This is an optimization exercise on Yosys and OpenROAD, whose aim is small area, not a production implementation.
In this exercise RTL edits were held to simulation tests only and were not proved equivalent to the original.
Power and IR drop assume default switching activity.

==> 06-13: inputs <==
==> flow/design.v (excerpt) <==
module game2048 (
    btnS, btnL, btnR, btnU, btnD, clk, RsRx, sw,      
    AN, SEG, RsTx                                    
);
Settings: LEC_CHECK=0, ABC_AREA=1, CAP_MARGIN=10, CORE_MARGIN=2, CORE_UTILIZATION=55, CTS_BUF_LIST=sky130_fd_sc_hd__clkbuf_8, CTS_CLUSTER_DIAMETER=120, CTS_CLUSTER_SIZE=16, GPL_TIMING_DRIVEN=0, SLEW_MARGIN=10; clock period 10.0 ns.
standard.sh (not shown) runs the stock make flow with config.mk's settings and CLKGATE_MAP_FILE= SYNTH_SCRIPT=/design/flow/synth_recipe.tcl, a recipe that flattens the netlist after the stock synthesis.
==> flow/flow/run.sh <==
#!/bin/bash
# Own layout flow: the standard flow (standard.sh), with these changes to synthesis only:
#  - the technology mapping (Yosys's abc pass) uses an area-oriented ABC script
#    (flow/area.abc) instead of ORFS's;
#  - no adder cells (ADDER_MAP_FILE empty) and no Kogge-Stone carry map
#    (SYNTH_OPERATIONS_ARGS), so that abc maps adders as plain logic;
# and the ports are buffered with the smallest buffer (BUFFER_PORTS_ARGS).
# Flip-flop mapping, flattening and register naming are the standard synthesis's
# (synth_recipe.tcl).  Each step's full log is in orfs/logs/; make's output is in flow_make.log.
set -euo pipefail
W=$PWD
cat > "$W/synth_area.tcl" <<EOT
proc abc {args} {
  set i [lsearch -exact \$args -script]
  if {\$i >= 0} { set args [lreplace \$args [expr {\$i + 1}] [expr {\$i + 1}] {$W/flow/area.abc}] }
  puts "abc (area script): \$args"
  yosys abc {*}\$args
}
source {$W/synth_recipe.tcl}
EOT
EXTRA="SYNTH_SCRIPT=$W/synth_area.tcl ADDER_MAP_FILE= SYNTH_OPERATIONS_ARGS=-nofsm"
EXTRA="$EXTRA BUFFER_PORTS_ARGS='-buffer_cell sky130_fd_sc_hd__buf_1'"
sed -e "s|SYNTH_SCRIPT=[^ ]*|$EXTRA|" standard.sh > "$W/standard_area.sh"
grep -q "SYNTH_SCRIPT=$W/synth_area.tcl" "$W/standard_area.sh"
bash "$W/standard_area.sh" finish > "$W/flow_make.log" 2>&1
test -s "$W/out/final.def"
==> flow/flow/area.abc <==
strash
&get -n
&deepsyn -T 60
&put
&get -n
&dch -f
&nf -a -R 1000 -F 20 -A 20
&put
==> 07-18 (differences from 06-13) <==
==> flow/flow/run.sh (replaced) <==
#!/bin/bash
# Own layout flow: the standard flow (standard.sh) with one change to synthesis: the
# technology mapping (Yosys's abc pass) uses an area-oriented ABC script (flow/area.abc)
# instead of ORFS's.  Everything else, including flip-flop mapping, flattening and register
# naming, is the standard synthesis (synth_recipe.tcl).
set -euo pipefail
W=$PWD
cat > "$W/synth_area.tcl" <<EOT
proc abc {args} {
  set i [lsearch -exact \$args -script]
  if {\$i >= 0} { set args [lreplace \$args [expr {\$i + 1}] [expr {\$i + 1}] {$W/flow/area.abc}] }
  puts "abc (area script): \$args"
  yosys abc {*}\$args
}
source {$W/synth_recipe.tcl}
EOT
sed "s|SYNTH_SCRIPT=[^ ]*|SYNTH_SCRIPT=$W/synth_area.tcl|" standard.sh > "$W/standard_area.sh"
grep -q "SYNTH_SCRIPT=$W/synth_area.tcl" "$W/standard_area.sh"
bash "$W/standard_area.sh" finish > "$W/flow_make.log" 2>&1
test -s "$W/out/final.def"
Settings changed: CORE_UTILIZATION 55 to 65, CTS_CLUSTER_DIAMETER 120 to 80, CTS_CLUSTER_SIZE 16 to 12.
==> 06-19 (differences from 06-13) <==
==> flow/flow/run.sh (replaced) <==
#!/bin/bash
# Own layout flow: the standard flow (standard.sh) with one change to synthesis: the
# technology mapping (Yosys's abc pass) uses an area-oriented ABC script (flow/area.abc)
# instead of ORFS's.  Everything else, including flip-flop mapping, flattening and register
# naming, is the standard synthesis (synth_recipe.tcl).
set -euo pipefail
W=$PWD
cat > "$W/synth_area.tcl" <<EOT
proc abc {args} {
  set i [lsearch -exact \$args -script]
  if {\$i >= 0} { set args [lreplace \$args [expr {\$i + 1}] [expr {\$i + 1}] {$W/flow/area.abc}] }
  puts "abc (area script): \$args"
  yosys abc {*}\$args
}
source {$W/synth_recipe.tcl}
EOT
sed -e "s|SYNTH_SCRIPT=[^ ]*|SYNTH_SCRIPT=$W/synth_area.tcl BUFFER_PORTS_ARGS='-buffer_cell sky130_fd_sc_hd__buf_1'|" \
    standard.sh > "$W/standard_area.sh"
grep -q "SYNTH_SCRIPT=$W/synth_area.tcl" "$W/standard_area.sh"
bash "$W/standard_area.sh" finish > "$W/flow_make.log" 2>&1
test -s "$W/out/final.def"
Settings changed: CORE_UTILIZATION 55 to 65, CTS_CLUSTER_DIAMETER 120 to 80, CTS_CLUSTER_SIZE 16 to 12.
==> comparison table <==
| item | 06-13 | 07-18 | 06-19 |
|---|---|---|---|
| Placer's final routability congestion estimate | 1.01 | 0.992 | 0.998 |
| Result of the run | no timing/DRC/antenna violations | no timing/DRC/antenna violations | no timing/DRC/antenna violations |
| Combined area of all synthesized cells | 15600 um^2 | 16800 um^2 | 16800 um^2 |
| Mean area per synthesized cell | 9.13 um^2 | 9.27 um^2 | 9.27 um^2 |
| Sequential Power Share | 0.427 | 0.381 | 0.382 |
| Number of clock buffers in the layout | 23 | 29 | 30 |
| Reg2Reg Depth | 23 | 26 | 26 |
| Switching share of power | 0.408 | 0.425 | 0.423 |
| Final non-filler cell total | 2151 | 2212 | 2212 |
| DR WL/cell | 23.9 um | 23.2 um | 23.5 um |
| Switching power | 1.34 mW | 1.57 mW | 1.56 mW |
| Launching point of the worst reg2reg path | timers.step_d_D[1] | timers.step_d_R[1] | timers.step_d_R[1] |
| Clk latency of the worst-skew pair | 0.58 ns | 0.62 ns | 0.61 ns |
| Footprint of the multi-input gates | 8330 um^2 | 9430 um^2 | 9430 um^2 |
| Vias in the first global route | 13300 | 15100 | 14700 |
| Pin count of the biggest net entering global routing | 59 | 78 | 87 |

* * *

==> trial 95 <==
Another version of the RTL of game2048 (not shown whole).
clock: 10.0 ns
lec_check: 0
abc_area: 1
cap_margin: 10
core_margin: 2
core_utilization: 50
cts_buf_list: sky130_fd_sc_hd__clkbuf_8
cts_cluster_diameter: 80
cts_cluster_size: 15
gpl_timing_driven: 0
slew_margin: 10
==> flow/flow/run.sh <==
#!/bin/bash
# Own layout flow: the standard flow (standard.sh) with one change to synthesis: the
# technology mapping (Yosys's abc pass) uses an area-oriented ABC script (flow/area.abc)
# instead of ORFS's.  Everything else, including flip-flop mapping, flattening and register
# naming, is the standard synthesis (synth_recipe.tcl).
set -euo pipefail
W=$PWD
cat > "$W/synth_area.tcl" <<EOT
proc abc {args} {
  set i [lsearch -exact \$args -script]
  if {\$i >= 0} { set args [lreplace \$args [expr {\$i + 1}] [expr {\$i + 1}] {$W/flow/area.abc}] }
  puts "abc (area script): \$args"
  yosys abc {*}\$args
}
source {$W/synth_recipe.tcl}
EOT
sed "s|SYNTH_SCRIPT=[^ ]*|SYNTH_SCRIPT=$W/synth_area.tcl|" standard.sh > "$W/standard_area.sh"
grep -q "SYNTH_SCRIPT=$W/synth_area.tcl" "$W/standard_area.sh"
bash "$W/standard_area.sh" finish > "$W/flow_make.log" 2>&1
test -s "$W/out/final.def"
==> flow/flow/area.abc <==
strash
&get -n
&deepsyn -T 10
&put
&get -n
&dch -f
&nf -a
&put
==> trial 25: changes against trial 95 <==
--- a/flow/design.v
+++ b/flow/design.v
@@ -10,26 +10,28 @@
 reg [1:0] arst_ff;
 always @(posedge clk or posedge btnS)
     if (btnS) arst_ff <= 2'b11;
     else      arst_ff <= {1'b0, arst_ff[1]};
 wire rst = arst_ff[0];
 wire        pU, pD, pL, pR, tick, scan;
 wire [63:0] bd;
+wire        bd_rot;
 wire [3:0]  mx;
-wire        s_merge, s_output, busy;
+wire        s_merge, s_output;
 g2048_timers timers (
     .clk(clk), .rst(rst), .btnU(btnU), .btnD(btnD), .btnL(btnL), .btnR(btnR),
     .pU(pU), .pD(pD), .pL(pL), .pR(pR), .tick(tick), .scan(scan));
 g2048_board board (
     .clk(clk), .rst(rst), .pU(pU), .pD(pD), .pL(pL), .pR(pR), .tick(tick), .sw0(sw[0]),
-    .bd(bd), .mx(mx), .s_merge(s_merge), .s_output(s_output));
+    .bd(bd), .bd_rot(bd_rot), .mx(mx), .s_merge(s_merge), .s_output(s_output));
 g2048_display display (
     .clk(clk), .rst(rst), .scan(scan), .mx(mx), .AN(AN), .SEG(SEG));
 g2048_frames frames (
-    .clk(clk), .rst(rst), .bd(bd), .s_merge(s_merge), .s_output(s_output), .tx(RsTx));
+    .clk(clk), .rst(rst), .bd(bd), .bd_rot(bd_rot), .s_merge(s_merge), .s_output(s_output),
+    .tx(RsTx));
 endmodule
 module g2048_timers (
     input clk, input rst, input btnU, input btnD, input btnL, input btnR,
     output pU, output pD, output pL, output pR, output tick, output scan);
 function [12:0] lfsr13;
     input [12:0] s;
     lfsr13 = {s[11:0], s[12] ^ s[3] ^ s[2] ^ s[0]};
@@ -66,87 +68,97 @@
     if (rst)       scan_lfsr <= 13'h0cf8;
     else if (scan) scan_lfsr <= 13'h0bd1;
     else           scan_lfsr <= lfsr13(scan_lfsr);
 endmodule
 module g2048_board (
     input clk, input rst, input pU, input pD, input pL, input pR, input tick, input sw0,
     output reg [63:0] bd,        
+    output reg bd_rot,           
     output reg [3:0] mx,         
     output s_merge, output s_output);
 localparam S_init = 3'd0, S_merge = 3'd1, S_shift = 3'd2, S_gen = 3'd3, S_output = 3'd4;
 reg [2:0] state;
 reg       ur;            
 reg       bfull;         
 assign s_merge  = (state == S_merge);
+wire   s_shift  = (state == S_shift);
 assign s_output = (state == S_output);
 wire anybtn = pL | pR | pU | pD;
-wire vert = pU | pD;
-wire rev  = pU ? 1'b0 : pD ? 1'b1 : pL ? 1'b0 : 1'b1;
+wire move = (s_merge | s_shift) & anybtn;
+wire vert = move & (pU | pD);
+wire down_right = pU ? 1'b0 : pD ? 1'b1 : pL ? 1'b0 : 1'b1;
+wire rot  = move & (bd_rot ^ down_right);
 function [15:0] line_move;
     input [15:0] x;
-    input rev;
     input mrg;           
-    reg [3:0] xa, xb, xc, xd;
-    reg [3:0] a, b, c, d;
-    reg za, zb, zc, zd, eab, ebc, ecd, eac, ebd, ead, m0, mb;
+    input sft;           
+    reg [3:0] a, b, c, d, nz1, nz2;
+    reg za, zb, zc, ecd, m0, mb;
     reg [3:0] s0, s1, s2, s3;    
-    reg [3:0] inc;               
+    reg [3:0] inc;
     reg [3:0] o0, o1, o2, o3;
     begin
-        a = rev ? x[15:12] : x[3:0];
-        b = rev ? x[11:8]  : x[7:4];
-        c = rev ? x[7:4]   : x[11:8];
-        d = rev ? x[3:0]   : x[15:12];
-        za = a == 0; zb = b == 0; zc = c == 0; zd = d == 0;
-        eab = a == b; ebc = b == c; ecd = c == d; eac = a == c; ebd = b == d; ead = a == d;
-        m0 = eab | (zb & (eac | (zc & ead)));        
-        mb = ebc | (zc & ebd);                       
+        a = x[3:0]; b = x[7:4]; c = x[11:8]; d = x[15:12];
+        za = a == 0; zb = b == 0; zc = c == 0;
+        nz1 = ~zb ? b : ~zc ? c : d;
+        nz2 = ~zc ? c : d;
+        ecd = c == d;
+        m0 = (a == nz1) | (za & zb);                 
+        mb = (b == nz2) | (zb & zc);                 
         if (mrg) begin
             s0 = 4'b0001;
-            s1 = m0 ? {eac & ~eab, eab, 1'b0, 1'b0} : 4'b0010;
-            s2 = m0 ? {eab & ~ecd, 3'b000} : mb ? {ebc, 3'b000} : 4'b0100;
+            s1 = m0 ? {zb & ~za & ~zc, ~zb | za, 1'b0, 1'b0} : 4'b0010;
+            s2 = m0 ? {(~zb | za) & ~ecd, 3'b000} : mb ? {~zc | zb, 3'b000} : 4'b0100;
             s3 = {~m0 & ~mb & ~ecd, 3'b000};
-            inc = {1'b0, ~m0 & ~mb & ecd & ~zc, m0 ? (eab & ecd & ~zc) : (mb & ~zb), m0 & ~za};
-        end else begin
+            inc = {1'b0, ~m0 & ~mb & ecd & ~zc, m0 ? ((~zb | za) & ecd & ~zc) : (mb & ~zb), m0 & ~za};
+        end else if (sft) begin
             s0 = {za & zb & zc, za & zb & ~zc, za & ~zb, ~za};
             s1 = {(za & zb & ~zc) | (za & ~zb & zc) | (~za & zb & zc), (za ^ zb) & ~zc, ~za & ~zb, 1'b0};
             s2 = {(~za & ~zb & zc) | (~za & zb & ~zc) | (za & ~zb & ~zc), ~za & ~zb & ~zc, 2'b00};
             s3 = {~za & ~zb & ~zc, 3'b000};
             inc = 4'b0000;
+        end else begin
+            s0 = 4'b0001; s1 = 4'b0010; s2 = 4'b0100; s3 = 4'b1000;
+            inc = 4'b0000;
         end
         o0 = (({4{s0[0]}} & a) | ({4{s0[1]}} & b) | ({4{s0[2]}} & c) | ({4{s0[3]}} & d)) + {3'd0, inc[0]};
         o1 = (({4{s1[0]}} & a) | ({4{s1[1]}} & b) | ({4{s1[2]}} & c) | ({4{s1[3]}} & d)) + {3'd0, inc[1]};
         o2 = (({4{s2[0]}} & a) | ({4{s2[1]}} & b) | ({4{s2[2]}} & c) | ({4{s2[3]}} & d)) + {3'd0, inc[2]};
         o3 = (({4{s3[0]}} & a) | ({4{s3[1]}} & b) | ({4{s3[2]}} & c) | ({4{s3[3]}} & d)) + {3'd0, inc[3]};
-        line_move = rev ? {o0, o1, o2, o3} : {o3, o2, o1, o0};
+        line_move = {o3, o2, o1, o0};
     end
 endfunction
 reg [63:0] lines_in, lines_out, moved;
 integer j, p;
 always @(*) begin
     for (j = 0; j < 4; j = j + 1)
         for (p = 0; p < 4; p = p + 1)
-            lines_in[16*j + 4*p +: 4] = vert ? bd[4*(p*4 + j) +: 4] : bd[4*(j*4 + p) +: 4];
+            case ({vert, rot})
+            2'b00: lines_in[16*j + 4*p +: 4] = bd[4*(j*4 + p) +: 4];
+            2'b01: lines_in[16*j + 4*p +: 4] = bd[4*(15 - (j*4 + p)) +: 4];
+            2'b10: lines_in[16*j + 4*p +: 4] = bd[4*(p*4 + j) +: 4];
+            default: lines_in[16*j + 4*p +: 4] = bd[4*(15 - (p*4 + j)) +: 4];
+            endcase
     for (j = 0; j < 4; j = j + 1)
-        lines_out[16*j +: 16] = line_move(lines_in[16*j +: 16], rev, s_merge);
+        lines_out[16*j +: 16] = line_move(lines_in[16*j +: 16], move & s_merge, move & s_shift);
     for (j = 0; j < 4; j = j + 1)
         for (p = 0; p < 4; p = p + 1)
             moved[4*(j*4 + p) +: 4] = vert ? lines_out[16*p + 4*j +: 4] : lines_out[16*j + 4*p +: 4];
 end
 reg [15:0] empty;
 integer e;
 always @(*)
     for (e = 0; e < 16; e = e + 1)
         empty[e] = (bd[4*e +: 4] == 4'd0);
 wire win  = (mx == 4'd11);
 wire full = ~|empty;
 wire lose = full & bfull;
 localparam [63:0] RU_ORDER = {4'd12, 4'd13, 4'd8, 4'd14, 4'd9, 4'd4, 4'd15, 4'd10,
                               4'd5, 4'd0, 4'd11, 4'd6, 4'd1, 4'd7, 4'd2, 4'd3};
-wire use_ld = ~(sw0 ^ ur);
+wire use_ld = ~(sw0 ^ ur) ^ bd_rot;    
 reg [15:0] place;
 reg        found_ru, found_ld;
 integer g;
 always @(*) begin
     place = 16'd0;
     found_ru = 1'b0;
     found_ld = 1'b0;
@@ -169,23 +181,23 @@
             ur    <= pU | pR;
         end
     end else
         state <= state + 3'd1;
 integer t;
 always @(posedge clk)
     if (rst) begin
-        bd    <= 64'd0;
-        bfull <= 1'b0;
+        bd     <= 64'd0;
+        bd_rot <= 1'b0;
+        bfull  <= 1'b0;
     end else begin
-        case (state)
-        S_merge: if (anybtn) bd <= moved;
-        S_shift: if (anybtn) begin bd <= moved; bfull <= full; end
-        S_gen:   if (~win) for (t = 0; t < 16; t = t + 1) if (place[t]) bd[4*t] <= 1'b1;
-        default: ;
-        endcase
+        bd <= moved;
+        if (move) bd_rot <= down_right;
+        if (state == S_gen && ~win)
+            for (t = 0; t < 16; t = t + 1) if (place[t]) bd[4*t] <= 1'b1;
+        if (move & s_shift) bfull <= full;
     end
 reg [15:0] cand;
 integer m, bi;
 always @(*) begin
     cand = 16'hffff;
     for (bi = 3; bi >= 0; bi = bi - 1) begin
         mx[bi] = 1'b0;
@@ -248,15 +260,15 @@
         4'd9, 4'd8, 4'd7, 4'd6, 4'd5, 4'd4, 4'd3, 4'd2, 4'd1: SEG = 7'b1111111;
         default: SEG = 7'b1000111;
         endcase
     endcase
 end
 endmodule
 module g2048_frames (
-    input clk, input rst, input [63:0] bd, input s_merge, input s_output,
+    input clk, input rst, input [63:0] bd, input bd_rot, input s_merge, input s_output,
     output tx);
 reg  [7:0] wrem;         
 reg  [7:0] fcnt;         
 reg  [5:0] q;            
 wire busy   = |wrem;
 wire ffull  = &fcnt;
 wire fempty = ~|fcnt;
@@ -271,24 +283,27 @@
         if (stb)     wrem <= 8'd175;
         else if (wr) wrem <= wrem - 8'd1;
         fcnt <= fcnt + {7'd0, wr} - {7'd0, rd};
     end
 reg        bf;           
 reg [63:0] snap_x;       
 reg [63:0] snap_y;       
+reg        x_rot, y_rot;  
 reg [1:0]  dloc;         
 wire copy = s_merge & bf;
 always @(posedge clk)
     if (rst)       bf <= 1'b0;
     else if (stb)  bf <= 1'b1;
     else if (copy) bf <= 1'b0;
 always @(posedge clk)
     if (copy) begin
         snap_x <= bd;
         snap_y <= snap_x;
+        x_rot  <= bd_rot;
+        y_rot  <= x_rot;
     end
 reg [3:0] rtop;          
 reg [1:0] rf;            
 reg [2:0] rp;            
 wire frame_end = (rtop == 4'd15) & (rp == 3'd5);
 always @(posedge clk)
     if (rst) begin
@@ -307,19 +322,21 @@
         end else
             rp <= rp + 3'd1;
     end
 always @(posedge clk)
     if (rst) dloc <= 2'd0;
     else     dloc <= dloc + {1'b0, copy} - {1'b0, rd & frame_end};
 wire [1:0] trow = rtop[2:1];
+wire       trot = dloc[1] ? bd_rot : dloc[0] ? y_rot : x_rot;
+wire [3:0] tidx = {trow, rf} ^ {4{trot}};
 reg  [3:0] tile;
 always @(*) begin
-    if (dloc[1])           tile = bd[4*({trow, rf}) +: 4];
-    else if (dloc == 2'd0) tile = snap_x[4*({trow, rf}) +: 4];
-    else                   tile = snap_y[4*({trow, rf}) +: 4];
+    if (dloc[1])           tile = bd[4*tidx +: 4];
+    else if (dloc == 2'd0) tile = snap_x[4*tidx +: 4];
+    else                   tile = snap_y[4*tidx +: 4];
 end
 function [7:0] digit;
     input [3:0] t;
     input [1:0] pos;
     begin
         digit = " ";
         case (pos)
==> flow/flow/run.sh (replaced) <==
#!/bin/bash
# Own layout flow: the standard flow (standard.sh), with these changes to synthesis only:
#  - the technology mapping (Yosys's abc pass) uses an area-oriented ABC script
#    (flow/area.abc) instead of ORFS's;
#  - no adder cells (ADDER_MAP_FILE empty) and no Kogge-Stone carry map
#    (SYNTH_OPERATIONS_ARGS), so that abc maps adders as plain logic;
# and the ports are buffered with the smallest buffer (BUFFER_PORTS_ARGS).
# Flip-flop mapping, flattening and register naming are the standard synthesis's
# (synth_recipe.tcl).  Each step's full log is in orfs/logs/; make's output is in flow_make.log.
set -euo pipefail
W=$PWD
cat > "$W/synth_area.tcl" <<EOT
proc abc {args} {
  set i [lsearch -exact \$args -script]
  if {\$i >= 0} { set args [lreplace \$args [expr {\$i + 1}] [expr {\$i + 1}] {$W/flow/area.abc}] }
  puts "abc (area script): \$args"
  yosys abc {*}\$args
}
source {$W/synth_recipe.tcl}
EOT
EXTRA="SYNTH_SCRIPT=$W/synth_area.tcl ADDER_MAP_FILE= SYNTH_OPERATIONS_ARGS=-nofsm"
EXTRA="$EXTRA BUFFER_PORTS_ARGS='-buffer_cell sky130_fd_sc_hd__buf_1'"
sed -e "s|SYNTH_SCRIPT=[^ ]*|$EXTRA|" standard.sh > "$W/standard_area.sh"
grep -q "SYNTH_SCRIPT=$W/synth_area.tcl" "$W/standard_area.sh"
bash "$W/standard_area.sh" finish > "$W/flow_make.log" 2>&1
test -s "$W/out/final.def"
==> flow/flow/area.abc (replaced) <==
strash
&get -n
&deepsyn -T 60
&put
&get -n
&dch -f
&nf -a -R 1000 -F 20 -A 20
&put
==> flow/config.mk (replaced) <==
export PLATFORM = sky130hd
export DESIGN_NAME = game2048
export DESIGN_NICKNAME = game2048
export VERILOG_FILES = /design/flow/design.v
export SDC_FILE = /design/flow/constraint.sdc
export NUM_CORES = 8
export LEC_CHECK = 0
export ABC_AREA = 1
export CAP_MARGIN = 10
export CORE_MARGIN = 2
export CORE_UTILIZATION = 55
export CTS_BUF_LIST = sky130_fd_sc_hd__clkbuf_8
export CTS_CLUSTER_DIAMETER = 80
export CTS_CLUSTER_SIZE = 12
export GPL_TIMING_DRIVEN = 0
export SLEW_MARGIN = 10
==> build 94: changes against trial 95 <==
==> flow/flow/area.abc (replaced) <==
strash
&get -n
&deepsyn -T 10
&put
&get -n
&dch -f
&nf -a -R 1000 -F 20 -A 20
&put
--- a/flow/config.mk
+++ b/flow/config.mk
@@ -7,10 +7,10 @@
 export LEC_CHECK = 0
 export ABC_AREA = 1
 export CAP_MARGIN = 10
 export CORE_MARGIN = 2
 export CORE_UTILIZATION = 50
 export CTS_BUF_LIST = sky130_fd_sc_hd__clkbuf_8
 export CTS_CLUSTER_DIAMETER = 80
-export CTS_CLUSTER_SIZE = 15
+export CTS_CLUSTER_SIZE = 12
 export GPL_TIMING_DRIVEN = 0
 export SLEW_MARGIN = 10
==> metrics.log <==
INFO  metric groute.layer.met3.usage = 0.05470
INFO  metric postSynthRegisterBits = 289
INFO  metric num-nonclk-buffers = 32
INFO  metric dp_slack = 0.6945 ns
INFO  metric status = no timing/DRC/antenna violations
INFO  metric use_met2 = 0.5387
INFO  metric wl_met2 = 22.70 mm
-- figures above: trial 25

==> metrics.log <==
INFO  metric status = no timing/DRC/antenna violations
INFO  metric dp_slack = 1.636 ns
INFO  metric data_buffer_area_share = 0.02524
INFO  metric grtUsageTotal = 0.3150
INFO  metric place_area = 0.01952 mm²
INFO  metric use_met2 = 0.5089
INFO  metric switching_share = 0.4058
INFO  metric wl_met2 = 27.79 mm
INFO  metric multi_input_comb_cells = 1,695
INFO  metric totalWireLength = 60.88 mm
INFO  metric layout.non_clock_inverters = 102
INFO  metric design_area = 0.02003 mm²
INFO  metric groute.layer.met3.usage = 0.05060
-- figures above: build 94

==> metrics.log <==
INFO  metric timing.rr.start = timers.step_d_D[0]
INFO  metric final-setup-viol-count = 0
INFO  metric synth_simple_gate_area_frac = 0.1994
INFO  metric wl_met3 = 6.566 mm
INFO  metric dp_slack = 1.176 ns
INFO  metric critPathKind = register to output port
INFO  metric wl_met2 = 30.22 mm
INFO  metric groute.layer.met3.usage = 0.06341
INFO  metric num-nonclk-buffers = 41
INFO  metric postSynthRegisterBits = 286
INFO  metric synth_cell_type_count = 69
INFO  metric status = no timing/DRC/antenna violations
INFO  metric use_met2 = 0.5363
-- figures above: trial 95

port drivers added, routing unchanged:
The results above use ideal ports. As a check the final layouts listed here were re-extracted and re-timed, cells and wires unchanged. Step 1 assumes that a clkbuf_16 drives the clock port and a buf_2 every other input. Step 2, shift: input delay + t, output delay - t, t = (earliest + latest rising clock arrival at the registers) / 2. This alone moves slack from input paths to output paths. Slacks: ideal ports / drivers / drivers and shift; pairs: ideal ports / drivers.
run	t (ns)	setup WS [ns]	worst hold slack (ns)	latest minus earliest clock arrival (ns)
06-13	0.611	0.491 / 0.441 / 1.052	0.366 / 0.366 / 0.366	0.042 / 0.043
07-18	0.643	0.457 / 0.410 / 0.976	0.363 / 0.363 / 0.363	0.044 / 0.045
06-19	0.634	0.910 / 0.863 / 1.116	0.369 / 0.369 / 0.369	0.039 / 0.038
trial 95	0.661	0.615 / 0.558 / 1.219	0.364 / 0.364 / 0.364	0.027 / 0.028
trial 25	0.643	0.523 / 0.476 / 1.119	0.365 / 0.365 / 0.365	0.057 / 0.056
build 94	0.668	0.830 / 0.781 / 1.450	0.362 / 0.362 / 0.362	0.069 / 0.069
After both steps setup and hold are still met in every run listed.
